What follows belongs to an exercise in optimizing a design on an open flow for small area; a production flow would make more cautious choices.
In this exercise RTL edits were held to simulation tests only and were not proved equivalent to the original.
Power figures rest on the tool's default switching activity, not on a simulated workload.

==> flow/design.v <==
module updown ( din, ncs, nrd, nwr, a0, a1, clk, start, reset, cout, err, dir, ec, dout, dout_en ) ;
input wire [7:0]din ;
input wire ncs ;
input wire nrd ;
input wire nwr ;
input wire a0 ;
input wire a1 ;
input wire clk ;
input wire start ;
input wire reset ;
output reg [7:0]cout ;
output reg dir ;
output reg err ;
output reg ec ;
output wire [7:0]dout ;
output wire dout_en ;
reg [7:0]PLR ;
reg [7:0]ULR ;
reg [7:0]LLR ;
reg [7:0]CCR ;
reg [7:0]dataout ;
reg [7:0]cycle_count ;
reg posedge_start ;
reg stop_downcount ;
reg stop_upcount;
reg start_upcount ;
reg stop_load_plr ;
assign dout_en = (!nrd && !ncs && nwr ) ;   
assign dout = dout_en ? dataout : 8'h0 ;
always @(*)
   begin
     if (nrd == 1'b0 && nwr == 1'b0 && ncs == 1'b0) 
         dataout <= 8'h0 ;
     else if ( a0 == 1'b0 && a1 == 1'b0 && nrd == 1'b0 && ncs == 1'b0 && nwr)
          dataout <= PLR ;
     else if ( a0 == 1'b1 && a1 == 1'b0 && nrd == 1'b0 && ncs == 1'b0 && nwr)
          dataout <= ULR  ;
     else if ( a0 == 1'b0 && a1 == 1'b1 && nrd == 1'b0 && ncs == 1'b0 && nwr)
          dataout <= LLR;
     else if ( a0 == 1'b1 && a1 == 1'b1 && nrd == 1'b0 && ncs == 1'b0 && nwr)
          dataout <= CCR ;
     else
         dataout <= 8'h0 ;
   end
always @ (posedge clk)        
   begin
     if (reset)
         posedge_start <= 1'b0 ;
     else
       begin
         if ( nwr == 1'b0 && nrd == 1'b0 )
             posedge_start <= 1'b0 ;
         else if ( start == 1'b1 )
             posedge_start <= 1'b1 ;  
         else if ( cycle_count == 8'b0 )
             posedge_start <= 1'b0 ;
         else if ( PLR < LLR || PLR > ULR )
             posedge_start <= 1'b0 ;
         else
             posedge_start <= posedge_start ;
       end
   end
always @ (posedge clk)    
   begin
      if (reset) 
          PLR <= 8'h0 ;
      else if ( !nwr && !ncs && !a0 && !a1 && !posedge_start && nrd)
          PLR <= din ;
      else 
          PLR <= PLR ;
   end
always @ (posedge clk)  
   begin
      if (reset) 
          ULR <= 8'hff ;
      else if ( !nwr && !ncs && a0 && !a1 && !posedge_start && nrd)
          ULR <= din ;
      else 
          ULR <= ULR ;
   end
always @ (posedge clk)   
   begin
      if (reset) 
          LLR <= 8'h0 ;
      else if ( !nwr && !ncs && !a0 && a1 && !posedge_start && nrd)
          LLR <= din ;
      else 
          LLR <= LLR ;
   end
always @ (posedge clk)  
   begin
      if (reset) 
          CCR <= 8'h0 ;
      else if ( !nwr && !ncs  && a0 && a1 && !posedge_start && nrd)
          CCR <= din ;
      else 
          CCR <= CCR ;
   end
always @ (posedge clk)  
   begin
      if (reset)
          err <= 1'b0 ;
      else if ( start && (PLR < LLR || PLR > ULR) )
          err <= 1'b1 ;
      else if (start && PLR >= LLR && PLR <= ULR)
          err <= 1'b0 ;
      else 
          err <= err ;
   end
always @ (posedge clk)  
   begin
      if (reset)
           ec <= 1'b0 ;
      else if(!ncs&&!nwr&&!nrd&&start)
   	   ec<= ec;
      else if ( posedge_start && (PLR < LLR || PLR > ULR))
          ec <= 1'd0 ;
      else if ( cycle_count == 8'd0 && !start && posedge_start && ( nwr | nrd))
           ec <= 1'b1 ;
      else if ( start && !posedge_start )
           ec <= 1'b0 ;
      else 
           ec <= ec ;
   end
always @ (posedge clk)  
   begin
      if (reset)
          cout <= 8'h0 ;
      else if ( start && (PLR < LLR || PLR > ULR))
          cout <= 8'd0 ;
      else if (start && stop_load_plr == 1'b0 && ( nwr | nrd ))
          cout <= PLR ;
      else if ( (PLR == ULR) && (PLR == LLR) && cycle_count != 8'h0 && posedge_start)
            cout <= cout ;
      else if ( posedge_start && (PLR > LLR) && (PLR < ULR) && (cout < ULR) && cycle_count != 8'h0 && stop_upcount == 1'b0 && start_upcount == 1'b0 && (PLR >= (LLR + 8'h02)) && (PLR <= (ULR - 8'h02)) )
          cout <= cout + 8'h01 ;
      else if ( posedge_start  && (PLR > LLR) && (PLR < ULR) && ( cout > LLR ) && stop_downcount == 1'b0 && cycle_count != 8'h0  && (PLR >= (LLR + 8'h02)) && (PLR <= (ULR - 8'h02)))
          cout <= cout - 8'h01 ;
      else if ( posedge_start &&  (PLR > LLR) && (PLR < ULR) && (cout < PLR) && cycle_count != 8'h0  && (PLR >= (LLR + 8'h02)) && (PLR <= (ULR - 8'h02)))
          cout <= cout + 8'h01 ;
      else if ( posedge_start && (PLR > LLR) && (PLR < ULR) && (cout < ULR) && cycle_count != 8'h0 && stop_upcount == 1'b0 && (PLR == (LLR + 8'h01)) && (PLR == (ULR - 8'h01)) )
          cout <= cout + 8'h01 ;
      else if ( posedge_start && (PLR > LLR) && (PLR < ULR) && ( cout > LLR ) && stop_downcount == 1'b0 && cycle_count != 8'h0  && (PLR == (LLR + 8'h01)) && (PLR == (ULR - 8'h01)))
          cout <= cout - 8'h01 ;
      else if ( posedge_start && (PLR > LLR) && (PLR < ULR) && (cout < PLR) && cycle_count != 8'h0  && (PLR == (LLR + 8'h01)) && (PLR == (ULR - 8'h01)))
          cout <= cout + 8'h01 ;
      else if ( posedge_start && (PLR == LLR) && (PLR < ULR) && (cout < ULR) && cycle_count != 8'h0 && !(stop_upcount) && ( ULR >= PLR + 8'h02)) 
          cout <= cout + 8'h01 ;
      else if ( posedge_start  && (PLR == LLR) && (PLR < ULR) && (cout < ULR) && cycle_count != 8'h0 && ( PLR == ULR - 8'h01)) 
          cout <= cout + 8'h01 ;
      else if ( posedge_start  && (PLR == LLR) && (PLR < ULR) && (cout > LLR) && cycle_count != 8'h0 )
          cout <= cout - 8'h01 ;
      else if ( posedge_start && (PLR == ULR) && (PLR > LLR) && (cout > LLR) && cycle_count != 8'h0 && !(stop_downcount) && ( LLR <= PLR - 8'h02) ) 
          cout <= cout - 8'h01 ;
      else if ( posedge_start && (PLR == ULR) && (PLR > LLR) && (cout > LLR) && cycle_count != 8'h0 && ( LLR == PLR - 8'h01) ) 
          cout <= cout - 8'h01 ;
      else if ( posedge_start && (PLR == ULR) && (PLR > LLR) && (cout < ULR) && cycle_count != 8'h0 )
          cout <= cout + 8'h01 ;
      else 
          cout <= cout ;
   end
always @ (posedge clk)  
   begin
     if ( reset )
         stop_load_plr <= 1'b0 ;
     else if ( start )
         stop_load_plr <= 1'b1 ;
     else if ( ec == 1'b1 || (nwr == 1'b0 && posedge_start != 1'b1) || err == 1'b1)
         stop_load_plr <= 1'b0 ;
    else 
        stop_load_plr <= stop_load_plr ;
   end
always @ (posedge clk)   
   begin
      if (reset)
           cycle_count <= 8'h0 ;
      else if (start && stop_load_plr == 1'b0)
           cycle_count <= CCR ;
      else if ( (PLR == ULR) && (PLR == LLR) && cycle_count != 8'h0 && posedge_start)
           cycle_count <= cycle_count - 8'h01;
      else if ( PLR >= (LLR + 8'h02) && PLR <= (ULR - 8'h02) )
        begin
          if ((cout == (PLR - 8'h01)) && cycle_count != 8'h0 && stop_downcount == 1'b1)
              cycle_count <= cycle_count - 8'h01;
        end
      else if ( (PLR == ( LLR + 8'h01 )) && ( PLR == ( ULR - 8'h01)) )
        begin
          if ( cout == LLR && cycle_count != 8'h0 && stop_upcount == 1'b1 )
              cycle_count <= cycle_count - 8'h01 ;
        end
      else if ( (PLR == LLR) && (PLR <= ULR - 8'h02 ) && cycle_count != 8'h0 && stop_upcount == 1'b1 && cout== (PLR + 8'h01) ) 
           cycle_count <= cycle_count - 8'h01 ;
      else if ( (PLR == LLR) && (PLR == ULR - 8'h01 ) && cycle_count != 8'h0 && cout == ULR ) 
           cycle_count <= cycle_count - 8'h01 ;
      else if ( (PLR == ULR) && (PLR >= LLR + 8'h02 ) && cycle_count != 8'h0 && stop_downcount == 1'b1 && cout== (PLR - 8'h01) ) 
           cycle_count <= cycle_count - 8'h01 ;
      else if ( (PLR == ULR) && (PLR == LLR + 8'h01 ) && cycle_count != 8'h0 && cout == LLR ) 
           cycle_count <= cycle_count - 8'h01 ;
      else 
           cycle_count <= cycle_count ;
   end
always @ (posedge clk)   
   begin
      if (reset || CCR == 8'd0)
           dir <= 1'b0 ;
      else if ( (PLR == ULR) && (PLR == LLR) && cycle_count != 8'h0 && posedge_start)
           dir <= dir ;
      else if ( ((PLR == LLR) && (ULR == PLR + 8'h01)) && cout < ULR && posedge_start && cycle_count != 8'h0)
           dir <= 1'b1 ;
      else if ( ((PLR == LLR) && (ULR == PLR + 8'h01)) && cout > LLR && posedge_start)
           dir <= 1'b0 ;
      else if ( cout > LLR && (PLR == ULR) && (LLR == PLR - 8'h01) && posedge_start && cycle_count != 8'h0)
           dir <= 1'b0 ;
      else if ( cout < ULR && (PLR == ULR) && (LLR == PLR - 8'h01) && posedge_start)
           dir <= 1'b1 ;
      else if (start && !posedge_start && (PLR != ULR) && (PLR >= LLR) && (PLR <= ULR))
           dir <= 1'b1 ;
      else if ( posedge_start && (PLR >= LLR) && (PLR <= ULR) && (cout < ULR) && !stop_upcount && !start_upcount && cycle_count != 8'h0 )
           dir <= 1'b1 ;
      else if ( posedge_start && (PLR >= LLR) && (PLR <= ULR) && ( cout > LLR ) && !stop_downcount && cycle_count != 8'h0)
           dir <= 1'b0 ;
      else if ( posedge_start && (PLR >= LLR) && (PLR <= ULR) && (cout < PLR) && cycle_count != 8'h0)
           dir <= 1'b1 ;
      else 
           dir <= dir ;
   end
always @ (posedge clk)   
   begin
     if (reset)
         start_upcount <= 1'b0 ;
     else if ( PLR >= (LLR + 8'h02) && PLR <= (ULR - 8'h02) )
       begin
         if ((cout == LLR) && posedge_start )
             start_upcount <= 1'b1 ;
         else if ((cout == (PLR - 8'h01)) && posedge_start)
             start_upcount <= 1'b0 ;
         else 
             start_upcount <= start_upcount ;
       end
    else if ( (PLR == ( LLR + 8'h01 )) && ( PLR == ( ULR - 8'h01)) )
      begin
        if ((cout == PLR) && posedge_start )
            start_upcount <= 1'b0 ;
        else if ((cout == LLR) && posedge_start)
            start_upcount <= 1'b1 ;
         else 
             start_upcount <= start_upcount ;
     end
     else 
         start_upcount <= start_upcount ;
   end
always @ (posedge clk)   
   begin
     if (reset)
         stop_upcount <= 1'b0 ;
     else if ( PLR == LLR && PLR < ULR && cout == PLR + 8'h01 && PLR == ULR - 8'h02 )
         stop_upcount <= 1'b0 ;
     else if ((cout == ULR) && posedge_start )
         stop_upcount <= 1'b1 ;
     else if (cout == LLR && posedge_start)
         stop_upcount <= 1'b0 ;
     else if (ec ) 
         stop_upcount <= 1'b0 ;
     else 
         stop_upcount <= stop_upcount ;
   end
always @ (posedge clk)   
   begin
     if (reset)
         stop_downcount <= 1'b0 ;
     else if ( (PLR == LLR) && ( PLR < ULR) )
       begin
           stop_downcount <= 1'b0 ;
       end
     else if ( PLR == ULR && LLR < PLR && posedge_start && cout == PLR - 8'h01 && stop_upcount == 1'b0)
         stop_downcount <= 1'b0 ;
     else if ((cout == LLR) && posedge_start )
         stop_downcount <= 1'b1 ;
     else if (posedge_start && cout == PLR)
         stop_downcount <= 1'b0 ;
     else if (ec ) 
         stop_downcount <= 1'b0 ;
     else 
         stop_downcount <= stop_downcount ;
   end
endmodule
==> flow/run.sh <==
#!/bin/bash
# synth_recipe.tcl (not shown) runs the flow's synth.tcl, then flattens the netlist and writes it again
# the make line also repeats each setting of config.mk as NAME=value (left out here)
make -C /OpenROAD-flow-scripts/flow DESIGN_CONFIG=/design/flow/config.mk WORK_HOME=/design/flow/orfs CLKGATE_MAP_FILE= SYNTH_SCRIPT=/design/flow/synth_recipe.tcl finish
==> flow/config.mk <==
export PLATFORM = sky130hd
export DESIGN_NAME = updown
export DESIGN_NICKNAME = updown
export VERILOG_FILES = /design/flow/design.v
export SDC_FILE = /design/flow/constraint.sdc
export NUM_CORES = 4
export LEC_CHECK = 0
export CAP_MARGIN = 20
export CORE_MARGIN = 2
export CORE_UTILIZATION = 40
export SLEW_MARGIN = 20
==> flow/constraint.sdc <==
create_clock -name core_clock -period 8.0 [get_ports {clk}]
set_input_delay 1.6000 -clock core_clock [delete_from_list [all_inputs] [get_ports {clk}]]
set_output_delay 1.6000 -clock core_clock [all_outputs]
set_load 0.01 [all_outputs]
==> notes.md <==
worst max-delay path, cell delays in order:
cell and delay, ns:
clkdlybuf4s50_1 0.85, mux4_1 0.63, nor2b_1 0.15, clkdlybuf4s50_1 0.49
sequential cells by signal (all words and copies together) (netlist names):
signal and count:
posedge_start 1, stop_load_plr 1, err 1, start_upcount 1
PLR 8, CCR 8, cycle_count 8, cout 8
stop_downcount 1, dir 1, LLR 8, ULR 8
ec 1, stop_upcount 1
layout by cell type, fill, tap and decap left out, types with 4 or more instances in the layout:
cell             count
nor4_1              15
o21ai_0             21
o2111ai_1            4
a31oi_1              9
clkdlybuf4s50_1     34
or3_1                4
clkbuf_16            5
o21bai_1             5
a211o_1             10
inv_1               38
mux4_2               7
xnor2_1             44
nor3_1              21
nand2b_1             7
or4_1                5
or2_2                5
buf_4                9
a21o_1               8
and3_1              17
nand2_1             54
a21oi_1             39
nand4_1             18
a211oi_1            14
dfxtp_1             56
xor2_1              22
mux2i_1             27
nand3_1             28
nand3b_1             5
o211ai_1            10
a41oi_1              4
nor2_1              80
nor3b_1              7
nor2b_1             17
ha_1                82
where the power goes:
group	leakage (nW)	total, W	switching (W)	internal [W]
clock	0.0742	0.000233	0.000116	0.000118
combinational	2.43	0.000191	0.000114	0.0000773
sequential	0.454	0.000304	0.0000176	0.000287
routing by layer:
metal	vias up	GRT usage	wire [um]
li1	2969	-	-
met1	2747	0.337	9320
met2	243	0.385	8810
met3	44	0.0369	1320
met4	0	0.108	884
met5	-	0	0
layout make-up:
type / instances / share of cell area
Sequential cell: 56 / 0.159
Clock buffer: 5 / 0.0178
Multi-Input combinational cell: 660 / 0.702
Clock inverter: 3 / 0.00320
Inverter: 39 / 0.0208
Timing Repair Buffer: 44 / 0.0586
Tap cell: 216 / 0.0384
worst max path at each step:
stage | startpoint | to | slack (ns) | cells past startpoint
global route | a1 | dout[3] | 2.54 | 4
detailed placement | a1 | dout[3] | 2.65 | 4
floorplan | a1 | dout[3] | 3.66 | 3
finish | a1 | dout[3] | 2.68 | 4
CTS | a1 | dout[3] | 2.65 | 4
global placement | a1 | dout[3] | 2.67 | 4
stage by stage:
stage	std cells	power, W	utilization
floorplan	795	0.000435	-
global placement	1014	0.000499	0.438
detailed placement	1014	0.000499	0.438
CTS	1022	0.000733	0.448
global route	1023	0.000765	0.448
finish	1023	0.000729	0.448
cells by family (layout without fill, tap and decap cells):
group	count (synthesis)	count (layout)	share of synthesized area
buffers and inverters	79	91	0.0498
adders and majority gates	82	82	0.161
AOI/OAI and AO/OA	171	171	0.196
and+or+nand+nor	305	305	0.252
muxes	35	35	0.0712
xor gates and xnor gates	67	67	0.0941
DFF	56	56	0.176
==> qor.yml <==
outcome:
  status: "timing/DRC/antenna clean"
timing:
  hold_violations: 0
  rsz0062_at_grt: "no"
  fmax_mhz: 188
  period_minus_slack_ns: 5.32
  finalMaxSlewViolations: 0
  fin_skew_ns: 0.00813
  tightest_slew_ns: 0.982
  hold_ws_ns: 0.485
  finalWorstSetupSlack_ns: 2.68
  finalSetupTns_ns: 0
  fin_crit_sh: 0.666
  relSlewSlack: 0.345
  setup_violations: 0
global_route:
  track_usage: 0.246
  grt_pass1_vias: 5691
  grt_pass1_wl_um: 32100
  grt-ovfl-total: 0
  antenna_found_initial: 0
  grt_max_degree: 50
worst_hold_path:
  holdCritStartpoint: "stop_load_plr"
  worstHoldPathCells: 2
  hold_path.class: "reg -> reg"
  worstHoldEndpoint: "stop_load_plr"
placed_design:
  pre_cts_slack_ns: 2.65
  port_buffers: 35
  placed_area_um2: 6890
  gp_congestion: 0.873
  post-dp-hpwl_um: 14900
clock_network:
  tritoncts: "yes"
  cts.sinks: 56
  cts_hold_buf: 0
  numCtsBuffers: 5
  cts_root_buffer: "clkbuf_16"
  insertion_delay_ns: 0.31
  cts_buffer_depth: 2
  postCtsSetupRepairBufs: 0
  cts_resized: 0
  clk_pin_slew_ns: 0.07
  htreeDepth: 2
worst_setup_path:
  end_kind: "output port"
  crit_fanout: 12
  critical_path_class: "in -> out"
  timing.rr.start: "ULR[2]"
  cp.required_ns: 6.40
  cp-start-kind: "input port"
  worstReg2RegEnd: "cout[6]"
  arrival_ns: 3.72
  reg2reg_setup_slack_ns: 3.44
  reg2regPathDepth: 15
synth:
  synth.most_common_cell: "ha_1"
  synth-async-reset-ratio: 0
  yosysUniqueCellTypes: 84
  synth-seq-area-share: 0.176
  synthTopCellsByCount: "ha_1 (82), nor2_1 (80), dfxtp_1 (56)"
  synth_edf_count: 0
  ys_seq_elements: 56
  synth_nets: 893
  ys_top_cells_by_area: "dfxtp_1 (18%), ha_1 (16%), xnor2_1 (6.0%), nor2_1 (4.7%), mux2i_1 (4.2%)"
  ys_warn_count: 1
  syn_area_um2: 6380
  yosysTopAreaCellShare: 0.176
  syn_inst: 795
  syn_avg_cell_area_um2: 8.03
  synth.largest_area_cell: "dfxtp_1"
  synth_flop_cell: "dfxtp_1"
floorplan:
  io_pins: 36
  chipWidth_um: 130
  start_util: 0.406
  core_um2: 15700
  dieHeight_um: 130
  rows: 46
  fp.dieArea_um2: 17000
flow_run:
  cap_viol_max_count: 0
power:
  power_leakage_nw: 2.96
  power.density_nw_per_um2: 104
  peakVddDrop_v: 0.0000833
detailed_routing:
  via_per_inst: 5.87
  via_count: 6003
  drt_iter0_drc: 504
  ant_nets: 0
  wirelength_um: 20300
  first_pass_iters: 5
  drc: 0
  routedWlPerCell_um: 19.9
final_layout:
  drive_gt1_frac: 0.0607
  design_area_um2: 7040
  diodes: 0
  fill_cells: 1623
  fin_nets: 904
  regArea_um2: 1120
  area_growth_pct: 10.3
  multi_input_comb_area_um2: 4940

==> separate check: timing with driven ports <==
How much do the figures lean on ideal ports? The routed layout below was timed once more, with nothing changed but the port constraints. Step 1 sets driving cells, clkbuf_16 on the clock port and buf_2 on the other inputs (assumed; they add their load-dependent delay and slew). Step 2 times the ports against the registers' clock, not the clock port: input delays grow and output delays shrink by t, the midpoint of the rising clock arrivals with the driver on. a / b / c = no drivers / after step 1 / after step 2; a / b = the first two.
t (ns): 0.346
setup WS [ns]: 2.675 / 2.653 / 2.653
worst data-port slew with drivers (ns): 0.03
After both steps setup and hold are still met in this run. The setup slack of this run moves by -0.022 ns with the drivers and by -0.022 ns with both steps.
